From an optimization exercise on the open Yosys and OpenROAD flow, aimed at small area; shortcuts taken in it are not production practice. In this exercise RTL edits were held to simulation tests only and were not proved equivalent to the original.

**flow/config.mk**
```make
export PLATFORM = sky130hd
export DESIGN_NAME = router_top
export DESIGN_NICKNAME = router_top
export VERILOG_FILES = /design/flow/design.v
export SDC_FILE = /design/flow/constraint.sdc
export NUM_CORES = 4
export LEC_CHECK = 0
export CAP_MARGIN = 20
export CORE_MARGIN = 2
export CORE_UTILIZATION = 40
export SLEW_MARGIN = 20
```
**flow/design.v**
```verilog
`timescale 1ns / 1ps
module router_fifo(
    input clock,resetn,write_enb,soft_reset,read_enb,lfd_state,
    input [7:0]data_in,
    output empty,full,
    output reg[7:0]data_out);
    reg [8:0] mem[15:0];
    reg [4:0] rd_ptr,wr_ptr;      
    reg[6:0] count;    
    reg temp;  
    always@(posedge clock) begin
        if(!resetn) temp<=0;
        else temp<=lfd_state;
    end
    integer i;
    always@(posedge clock)  begin
    if(!resetn) begin
        for(i=0;i<16;i=i+1) begin
            mem[i]<=0;
            wr_ptr<=0;
        end
    end
    else if(soft_reset) begin
        for(i=0;i<16;i=i+1) begin
                mem[i]<=0;
                wr_ptr<=0;
            end
        end
    else if(write_enb && !full)begin
        mem[wr_ptr[3:0]]<={temp,data_in};
        wr_ptr<=wr_ptr+1;
    end
    end
   always@(posedge clock) begin
   if(!resetn) begin
      data_out<=0;
      rd_ptr=0;
    end
    else if(soft_reset) begin
        data_out<=8'b0;
    end
    else if(count==0)
         data_out <= 8'b0;
    else if(read_enb && !empty) begin
          data_out <= mem[rd_ptr[3:0]][7:0];
          rd_ptr <= rd_ptr + 1'b1;
   end
   else
      data_out <= 8'b0;
    end
       always@(posedge clock) begin
         if(!resetn)
             count <= 7'b000_0000;
         else if(soft_reset)
             count <= 7'b000_0000;
         else if(mem[rd_ptr[3:0]][8] == 1'b1)
             count <= mem[rd_ptr[3:0]][7:2] + 1'b1;
         else if(read_enb && !empty)
             count <= count - 1'b1;
         else
             count <= count;
     end
     assign full = ((wr_ptr[4] != rd_ptr[4]) && (wr_ptr[3:0] == rd_ptr[3:0])) ? 1'b1 : 1'b0;
     assign empty = (wr_ptr == rd_ptr) ? 1'b1 : 1'b0;
endmodule
`timescale 1ns / 1ps
module router_fsm(
    input        clock,
    input        resetn,
    input        pkt_valid,
    input        parity_done,
    input  [1:0] data_in,
    input        soft_reset_0,
    input        soft_reset_1,
    input        soft_reset_2,
    input        fifo_full,
    input      low_pkt_valid,
    input fifo_empty_0,
    input fifo_empty_1,
    input fifo_empty_2, 
    output        busy,
    output       detect_add,
    output       ld_state,
    output       laf_state,
    output       full_state,
    output       write_enb_reg,
    output       rst_int_reg,
    output       lfd_state
  );
  reg [1:0] addr;
  reg [2:0] state,next_state;
  parameter DECODE_ADDRESS=         3'b000,
            LOAD_FIRST_DATA=        3'b001,
            LOAD_DATA=              3'b010,
            LOAD_PARITY=            3'b011,
            FIFO_FULL_STATE=        3'b100,
            LOAD_AFTER_FULL=        3'b101,
            WAIT_TILL_EMPTY=        3'b110,
            CHECK_PARITY_ERROR=     3'b111;
   always@(posedge clock) begin
   if(!resetn) state<=DECODE_ADDRESS;
   else if(soft_reset_0 | soft_reset_1 | soft_reset_2) state<=DECODE_ADDRESS;
   else state<=next_state;
   end
   always@(posedge clock) begin
   if(!resetn) addr<=0;
   else addr<=data_in;
   end
    always @(*) begin
          case (state)
              DECODE_ADDRESS: if((pkt_valid & (data_in[1:0]==0) & fifo_empty_0)|
                                 (pkt_valid & (data_in[1:0]==1) & fifo_empty_1)|
                                 (pkt_valid & (data_in[1:0]==2) & fifo_empty_2)) begin
                                      next_state = LOAD_FIRST_DATA;
                               end
                               else if((pkt_valid & (data_in[1:0]==0) & !fifo_empty_0)|
                                 (pkt_valid & (data_in[1:0]==1) & !fifo_empty_1)|
                                 (pkt_valid & (data_in[1:0]==2) & !fifo_empty_2)) begin
                                     next_state = WAIT_TILL_EMPTY;
                               end
                               else begin
                                  next_state = DECODE_ADDRESS;
                               end
              LOAD_FIRST_DATA: next_state = LOAD_DATA;
              LOAD_DATA: if(fifo_full) begin
                              next_state = FIFO_FULL_STATE;
                          end
                          else if(!fifo_full && !pkt_valid) begin
                              next_state = LOAD_PARITY;
                          end
                          else begin
                              next_state = LOAD_DATA;
                          end
           LOAD_PARITY: next_state = CHECK_PARITY_ERROR;
                           FIFO_FULL_STATE: if (!fifo_full) begin
                                               next_state = LOAD_AFTER_FULL;
                                            end
                                            else begin
                                               next_state = FIFO_FULL_STATE;
                                            end
                           LOAD_AFTER_FULL: if(parity_done) begin
                                               next_state = DECODE_ADDRESS;
                                            end
                                            else if (!parity_done && !low_pkt_valid) begin
                                               next_state = LOAD_DATA;
                                            end
                                            else if (!parity_done && low_pkt_valid) begin
                                               next_state = LOAD_PARITY;
                                            end
                                            else begin
                                               next_state = LOAD_AFTER_FULL;
                                            end
                           WAIT_TILL_EMPTY: if ((fifo_empty_0 && (addr == 0)) || (fifo_empty_1 && (addr == 1)) || (fifo_empty_2 &&(addr == 2))) begin
                                               next_state = LOAD_FIRST_DATA;
                                            end
                                            else begin
                                               next_state = WAIT_TILL_EMPTY;
                                            end
                           CHECK_PARITY_ERROR: 
                                            if (!fifo_full) begin
                                                next_state = DECODE_ADDRESS;
                                            end
                                            else if (fifo_full) begin
                                                next_state = FIFO_FULL_STATE;
                                             end
                                             else begin
                                                next_state = CHECK_PARITY_ERROR;
                                             end
                                       endcase
                                     end
                                      assign detect_add = (state == DECODE_ADDRESS) ? 1'b1 : 1'b0;
                                      assign lfd_state  = (state == LOAD_FIRST_DATA) ? 1'b1 : 1'b0;
                                      assign busy       = ((state == LOAD_FIRST_DATA)||(state == LOAD_PARITY)||(state == FIFO_FULL_STATE) || (state == LOAD_AFTER_FULL) ||(state == WAIT_TILL_EMPTY) || (state == CHECK_PARITY_ERROR)) ? 1'b1 : 1'b0;
                                      assign ld_state   = (state == LOAD_DATA) ? 1'b1 : 1'b0;
                                      assign write_enb_reg = ((state == LOAD_DATA) || (state == LOAD_PARITY) ||(state == LOAD_AFTER_FULL)) ? 1'b1 : 1'b0;
                                      assign full_state = (state == FIFO_FULL_STATE) ? 1'b1 : 1'b0;
                                      assign laf_state = (state == LOAD_AFTER_FULL) ? 1'b1 : 1'b0;
                                      assign rst_int_reg = (state == CHECK_PARITY_ERROR) ? 1'b1 : 1'b0;
endmodule
`timescale 1ns / 1ps
module router_reg(input clock,
                  input resetn,
                  input pkt_valid,
                  input[7:0] data_in,
                  input fifo_full,
                  input rst_int_reg,
                  input detect_add,
                  input ld_state,
                  input laf_state,
                  input full_state,
                  input lfd_state,
                  output reg parity_done,
                  output reg low_pkt_valid,
                  output reg err,
                  output reg[7:0] dout
                  );
    reg[7:0] fifo_full_state;
    reg[7:0] internal_parity;
    reg[7:0] header_byte;
    reg[7:0] packet_parity; 
    always@(posedge clock) begin
        if(!resetn)
            dout <= 0;
        else if(lfd_state)
            dout <= header_byte;
        else if(ld_state && !fifo_full)
            dout <= data_in;
        else if(laf_state)
            dout <= fifo_full_state;
        else
            dout <= dout;
    end
    always@(posedge clock) begin
        if(!resetn)
            parity_done <= 1'b0;
        else if(ld_state && !fifo_full && !pkt_valid)
            parity_done <= 1'b1;
        else if(laf_state && !parity_done && low_pkt_valid)
            parity_done <= 1'b1;
        else if(detect_add)
            parity_done <= 1'b0;
    end
    always@(posedge clock) begin
        if(!resetn) 
            low_pkt_valid <= 1'b0;
        else if(rst_int_reg)
            low_pkt_valid <= 1'b0;
        else if(~pkt_valid && ld_state)
            low_pkt_valid <= 1'b1;
    end
    always@(posedge clock) begin
        if(!resetn)
            err <= 1'b0;
        else if(parity_done == 1 && internal_parity != packet_parity)
            err <= 1'b1;
        else
            err <= 1'b0;
    end
    always@(posedge clock) begin
        if(!resetn)
            packet_parity <= 8'b0000_0000;
        else if((ld_state && !pkt_valid && !fifo_full)||(laf_state && low_pkt_valid && parity_done))
            packet_parity <= data_in;
        else if(!pkt_valid && rst_int_reg)
            packet_parity <= 8'b0000_0000;
        else if(detect_add)
            packet_parity <= 8'b0000_0000;
    end
       always@(posedge clock) begin
           if(!resetn)
               {header_byte, fifo_full_state} = 2'b00;
           else if(detect_add && pkt_valid && data_in[1:0]!=2'b11)
               header_byte <= data_in;
           else if(ld_state && fifo_full)
               fifo_full_state <= data_in;
       end
    always@(posedge clock) begin
        if(!resetn)
            internal_parity <= 8'b0000_0000;
        else if(detect_add)
            internal_parity <= 8'b0000_0000;
        else if(lfd_state)
            internal_parity <= header_byte;
        else if(ld_state && pkt_valid && !full_state)
            internal_parity <= internal_parity ^ data_in;
        else if(!pkt_valid && rst_int_reg)
            internal_parity <= 8'b0000_0000;
    end
endmodule
`timescale 1ns / 1ps
module router_sync(
    input [1:0]data_in,
    input detect_add, write_enb_reg,clock,resetn,read_enb_0,read_enb_1,read_enb_2,empty_0,empty_1,empty_2,full_0,full_1,full_2,
    output reg [2:0] write_enb,
    output vld_out_0,vld_out_1,vld_out_2,
    output reg fifo_full,soft_reset_0,soft_reset_1,soft_reset_2
);
    reg[1:0] temp;
    always@(posedge clock) begin
    if(!resetn) temp<=0;
    else if(detect_add)temp<=data_in;
    end
    always@(*) begin
    case(temp)
        2'b00:fifo_full=full_0;
        2'b01:fifo_full=full_1;
        2'b10:fifo_full=full_2;
        default:fifo_full=0;
     endcase
     end
     assign vld_out_0=~empty_0;
     assign vld_out_1=~empty_1;
     assign vld_out_2=~empty_2;
     always@(*) begin
       if(write_enb_reg) begin
         case(temp)
            2'b00: write_enb={2'b00,write_enb_reg};        
            2'b01: write_enb={1'b0,write_enb_reg,1'b0};    
            2'b10: write_enb={write_enb_reg,2'b00};        
            default:write_enb=3'b000;
         endcase
       end
       else write_enb=3'b000;
     end
     reg [4:0] count0;
     always@(posedge clock) begin
     if(!resetn) begin
        soft_reset_0<=0;
        count0<=5'b00000;
     end
     else if(vld_out_0 && !read_enb_0) begin
        if(count0==5'd29) begin
               soft_reset_0<=1;
               count0<=0;
        end
        else begin
                soft_reset_0<=0;
                count0<=count0+1'b1;
        end
     end
     else begin
        soft_reset_0<=0;
        count0<=0;
     end
     end
     reg [4:0] count1;
          always@(posedge clock) begin
          if(!resetn) begin
             soft_reset_1<=0;
             count1<=5'b00000;
          end
          else if(vld_out_1 && !read_enb_1) begin
             if(count1==5'd29) begin
                    soft_reset_1<=1;
                    count1<=0;
             end
             else begin
                     soft_reset_1<=0;
                     count1<=count1+1'b1;
             end
          end
          else begin
             soft_reset_1<=0;
             count1<=0;
          end
      end
      reg [4:0] count2;
           always@(posedge clock) begin
           if(!resetn) begin
              soft_reset_2<=0;
              count2<=5'b00000;
           end
           else if(vld_out_2 && !read_enb_2) begin
              if(count2==5'd29) begin
                     soft_reset_2<=1;
                     count2<=0;
              end
              else begin
                      soft_reset_2<=0;
                      count2<=count2+1'b1;
              end
           end
           else begin
              soft_reset_2<=0;
              count2<=0;
           end
           end
endmodule
module router_top(
    input        clock,
    input        resetn,
    input        read_enb_0,
    input        read_enb_1,
    input        read_enb_2,
    input  [7:0] data_in,
    input        pkt_valid,
    output [7:0] data_out_0,
    output [7:0] data_out_1,
    output [7:0] data_out_2,
    output       valid_out_0,
    output       valid_out_1,
    output       valid_out_2,
    output       error,
    output       busy
);
    wire [2:0] write_enb;
    wire [7:0] dout;
    wire empty_0, empty_1, empty_2, full_0, full_1, full_2;
    wire soft_reset_0, soft_reset_1, soft_reset_2;
    wire fifo_full, parity_done, low_pkt_valid;
    wire detect_add, ld_state, laf_state, full_state, write_enb_reg, rst_int_reg, lfd_state;
    router_fsm fsm(.clock(clock), .resetn(resetn), .pkt_valid(pkt_valid),
                   .parity_done(parity_done), .data_in(data_in[1:0]),
                   .soft_reset_0(soft_reset_0), .soft_reset_1(soft_reset_1), .soft_reset_2(soft_reset_2),
                   .fifo_full(fifo_full), .low_pkt_valid(low_pkt_valid),
                   .fifo_empty_0(empty_0), .fifo_empty_1(empty_1), .fifo_empty_2(empty_2),
                   .busy(busy), .detect_add(detect_add), .ld_state(ld_state), .laf_state(laf_state),
                   .full_state(full_state), .write_enb_reg(write_enb_reg), .rst_int_reg(rst_int_reg),
                   .lfd_state(lfd_state));
    router_sync sync(.data_in(data_in[1:0]), .detect_add(detect_add), .write_enb_reg(write_enb_reg),
                     .clock(clock), .resetn(resetn),
                     .read_enb_0(read_enb_0), .read_enb_1(read_enb_1), .read_enb_2(read_enb_2),
                     .empty_0(empty_0), .empty_1(empty_1), .empty_2(empty_2),
                     .full_0(full_0), .full_1(full_1), .full_2(full_2),
                     .write_enb(write_enb),
                     .vld_out_0(valid_out_0), .vld_out_1(valid_out_1), .vld_out_2(valid_out_2),
                     .fifo_full(fifo_full),
                     .soft_reset_0(soft_reset_0), .soft_reset_1(soft_reset_1), .soft_reset_2(soft_reset_2));
    router_reg regs(.clock(clock), .resetn(resetn), .pkt_valid(pkt_valid), .data_in(data_in),
                    .fifo_full(fifo_full), .rst_int_reg(rst_int_reg), .detect_add(detect_add),
                    .ld_state(ld_state), .laf_state(laf_state), .full_state(full_state),
                    .lfd_state(lfd_state), .parity_done(parity_done), .low_pkt_valid(low_pkt_valid),
                    .err(error), .dout(dout));
    router_fifo fifo_0(.clock(clock), .resetn(resetn), .write_enb(write_enb[0]), .soft_reset(soft_reset_0),
                       .read_enb(read_enb_0), .lfd_state(lfd_state), .data_in(dout),
                       .empty(empty_0), .full(full_0), .data_out(data_out_0));
    router_fifo fifo_1(.clock(clock), .resetn(resetn), .write_enb(write_enb[1]), .soft_reset(soft_reset_1),
                       .read_enb(read_enb_1), .lfd_state(lfd_state), .data_in(dout),
                       .empty(empty_1), .full(full_1), .data_out(data_out_1));
    router_fifo fifo_2(.clock(clock), .resetn(resetn), .write_enb(write_enb[2]), .soft_reset(soft_reset_2),
                       .read_enb(read_enb_2), .lfd_state(lfd_state), .data_in(dout),
                       .empty(empty_2), .full(full_2), .data_out(data_out_2));
endmodule
```
**flow/run.sh**
```bash
#!/bin/bash
# synth_recipe.tcl (not shown) runs the flow's synth.tcl, then flattens the netlist and writes it again
# the make line also repeats each setting of config.mk as NAME=value (left out here)
make -C /OpenROAD-flow-scripts/flow DESIGN_CONFIG=/design/flow/config.mk WORK_HOME=/design/flow/orfs CLKGATE_MAP_FILE= SYNTH_SCRIPT=/design/flow/synth_recipe.tcl finish
```
**flow/constraint.sdc**
```tcl
create_clock -name core_clock -period 5.0 [get_ports {clock}]
set_input_delay 1.0000 -clock core_clock [delete_from_list [all_inputs] [get_ports {clock}]]
set_output_delay 1.0000 -clock core_clock [all_outputs]
set_load 0.01 [all_outputs]
```
==> impl_metrics.py <==
metrics = {
    "worst_setup_path": {
        "reg2regPathDepth": 7,
        "ff2ff_setup_slack_ns": 1.13,
        "critical-path-top-delay-family": "compound AO/OA/AOI/OAI gates",
        "cp-end-kind": "flip-flop",
        "cp_max_fo": 14,
        "cpPeakStageDelay_ns": 0.71,
        "reg2reg_to": "fifo_1.mem[9][5]$_SDFFCE_PN0P_",
        "required_ns": 5.33,
        "reg2reg_from": "fsm.state[0]$_SDFF_PP0_",
        "worst-setup-path-type": "flip-flop to flip-flop",
        "cp.buffers_inverters": 2,
        "cp_slowest_cell": "a2111oi_4",
        "cp-start-kind": "flip-flop",
        "worstPathCellList": "nor2b_1 > a21oi_1 > a2111oi_4 > nand3_1 > buf_4 > o21ai_0 > buf_4",
        "cp_common_cell": "buf_4",
        "critPathArrivalTime_ns": 4.20,
    },
    "detailed_routing": {
        "wl_um": 67400,
        "wl_per_cell_um": 22.7,
        "drt-vias-per-instance": 5.76,
        "postRouteAntennaNets": 0,
        "drtIter0Drc": 1810,
        "route.detailed.drc": 0,
        "vias": 17110,
        "firstDrtPassIters": 5,
    },
    "clock_tree": {
        "cts_buffers": 61,
        "cts-root-buf": "clkbuf_16",
        "clkLatencyLatePin_ns": 0.64,
        "htreeDepth": 2,
        "cts_setup_buffers": 0,
        "ctsResizeCount": 0,
        "postCtsHoldBufs": 0,
        "path_clk_slew_ns": 0.06,
        "clk_path_buf_depth": 3,
        "cts_tree": "yes",
        "clock_sinks": 588,
    },
    "placed_design": {
        "gp_congestion": 0.840,
        "dpl_worst_slack_ns": 1.13,
        "hpwl_um": 43300,
        "numPortBuffers": 42,
        "dp_cells": 2857,
    },
    "min_path": {
        "hp-start": "regs.fifo_full_state[7]$_SDFFE_PN0P_",
        "hold_depth": 2,
        "hp-class": "flip-flop to flip-flop",
        "min_to": "regs.fifo_full_state[7]$_SDFFE_PN0P_",
    },
    "sta": {
        "setup_tns_ns": 0,
        "fin_crit_sh_pct": 77.4,
        "setup_violations": 0,
        "relSlewSlack_pct": 26.9,
        "min_period_ns": 3.87,
        "tightest_slew_ns": 1.10,
        "grt_setup_unrepaired": "no",
        "max_freq_ghz": 0.258,
        "finalHoldViolCount": 0,
        "setup_ws_ns": 1.13,
        "maxSlewViolCount": 0,
        "fin_skew_ns": 0.0261,
    },
    "logic_synthesis": {
        "synth_cell_type_count": 66,
        "syn_nets": 2111,
        "yosysSeqAreaShare_pct": 60.5,
        "syn_area_per_cell_um2": 12.9,
        "async_flop_share_pct": 0,
        "synthDominantCellAreaShare_pct": 48.7,
        "syn_inst": 2067,
        "synth_ff_type": "edfxtp_1",
        "ys_ff_latch": 588,
        "yosysTopAreaCell": "edfxtp_1",
        "yosysWarnings": 4,
        "syn_area_mm2": 0.0266,
        "synth.top_cells.by_area": "edfxtp_1, dfxtp_1, mux4_2",
        "synth_edf_count": 432,
    },
    "layout": {
        "finalNetCount": 2100,
        "antenna_cells": 0,
        "layout_common_cells": "edfxtp_1, nor3_1, dfxtp_1",
        "fin_cells": 2973,
        "drive_gt1_share_pct": 15.7,
        "final_common_cell": "edfxtp_1",
        "area_growth_pct": 12.8,
        "final_core_util_pct": 45.6,
    },
    "grt": {
        "grt-busiest-layer": "met2",
        "grt_pass1_vias": 16960,
        "grt_util_met1_pct": 26.6,
        "grt_pass1_wl_um": 104000,
        "use_met3_pct": 2.93,
        "antenna_found_initial": 0,
        "grt_use_total_pct": 19.8,
        "grt_max_degree": 46,
        "grtUsageMet2_pct": 33.3,
        "grt_remaining_overflow": 0,
    },
    "power_and_ir_drop": {
        "p_per_area_mw_per_mm2": 417,
        "leakage_nw": 10.4,
        "total_power_mw": 12.5,
        "ir_worst_vdd_mv": 0.292,
    },
    "floorplanning": {
        "ios": 43,
        "rows": 94,
        "start_util_pct": 40.4,
        "die_h_um": 262,
        "die_x_um": 262,
        "fp.coreArea_mm2": 0.0659,
        "die_area_mm2": 0.0686,
    },
    "run": {
        "maxCapViolCount": 0,
    },
    "status": {
        "outcome": "timing/DRC/antenna clean",
    },
}
[cells in the mapped netlist (41+ instances only)]
master,number
mux4_2,116
o21ai_0,50
nand3_1,41
and3_1,111
dfxtp_1,156
nor2_1,138
nor4_1,81
clkbuf_1,155
nor3_1,214
xor2_1,56
edfxtp_1,432
nand2_1,85
[sequential cells by signal, summed over array words and instances, names as in the netlist, 7 cells and up, named ones only]
register / flops
fifo_0.mem: 144
fifo_1.mem: 144
fifo_2.mem: 144
fifo_0.data_out: 8
fifo_1.data_out: 8
fifo_2.data_out: 8
regs.dout: 8
regs.fifo_full_state: 8
regs.header_byte: 8
regs.internal_parity: 8
regs.packet_parity: 8
fifo_0.count: 7
fifo_1.count: 7
fifo_2.count: 7
[per-layer routing]
layer	part of all wire, %	wire length, um	vias to the layer above
met3	6.4	4320	109
met4	2.6	1720	0
li1	-	-	7850
met5	0	0	-
met1	42	28500	8516
met2	49	32900	635
[worst reg2reg max path, delay by kind of cell (launching register included)]
family / cells / cell delay [ns]
AND/OR/NAND/NOR: 2 / 1.00
flip-flops: 1 / 0.53
AO/OA/AOI/OAI: 3 / 1.40
buffers and inverters: 2 / 0.64
[area by class of cell]
| class | instances | area, um2 |
|---|---|---|
| Tap cell | 864 | 1080 |
| Fill cell | 5815 | 35800 |
| Inverter | 35 | 131 |
| Clock buffer | 84 | 1760 |
| Clock inverter | 32 | 314 |
| Multi-Input combinational cell | 1244 | 9570 |
| Sequential cell | 588 | 16100 |
| Timing Repair Buffer | 126 | 1060 |
[worst max path at each step]
| stage | startpoint | slack, ns | depth (start not counted) | to |
|---|---|---|---|---|
| floorplan | resetn | 2.02 | 6 | fifo_1.mem[0][0]$_SDFFCE_PN0P_ |
| global placement | resetn | 1.23 | 7 | fifo_1.mem[6][5]$_SDFFCE_PN0P_ |
| detailed placement | resetn | 1.13 | 7 | fifo_1.mem[6][3]$_SDFFCE_PN0P_ |
| CTS | fsm.state[0]$_SDFF_PP0_ | 1.13 | 7 | fifo_1.mem[9][2]$_SDFFCE_PN0P_ |
| global route | fsm.state[0]$_SDFF_PP0_ | 0.87 | 7 | fifo_1.mem[9][2]$_SDFFCE_PN0P_ |
| finish | fsm.state[0]$_SDFF_PP0_ | 1.13 | 7 | fifo_1.mem[9][5]$_SDFFCE_PN0P_ |
[power breakdown]
part	internal, mW	switching, mW
registers	5.48	0.344
logic	0.731	1.29
clock network	2.68	1.97
total	8.89	3.61
[stage by stage]
step | hold slack [ns] | cell area, um2
floorplan | 0.433 | 26600
global placement | 0.444 | 27900
detailed placement | 0.452 | 27900
CTS | 0.461 | 30000
global route | 0.478 | 30000
finish | 0.460 | 30000
[kinds of logic after synthesis]
kind of cell    count (synthesis)  synth area share [%]
compound gates                194                  5.11
xor+xnor                       85                  2.80
fa+ha+maj                      30                  1.41
buf+inv                       235                  3.63
flops                         588                  60.5
mux                           141                  10.8
simple gates                  794                  15.8

-- separate check: timing with driven ports --
Ports are ideal in the flow. The routed layout listed here was re-timed in OpenROAD.
Step 1, drivers: a clkbuf_16 drives clock and a buf_2 each remaining input, both assumed.
Step 2, shift: input delay + t, output delay - t, t = (earliest + latest rising clock arrival at the registers) / 2. This alone moves slack from input paths to output paths.
Slacks: no drivers / after step 1 / after step 2; pairs: no drivers / after step 1.
t, ns: 0.693
setup WS [ns]: 1.130 / 1.130 / 1.130
hold slack, ns: 0.460 / 0.460 / 0.460
worst setup path after step 2: register to register
worst slew at a driven data input, ns: 0.06
After both steps this run still meets setup and hold. The setup slack of this run moves by 0.000 ns with the drivers and by 0.000 ns with both steps.
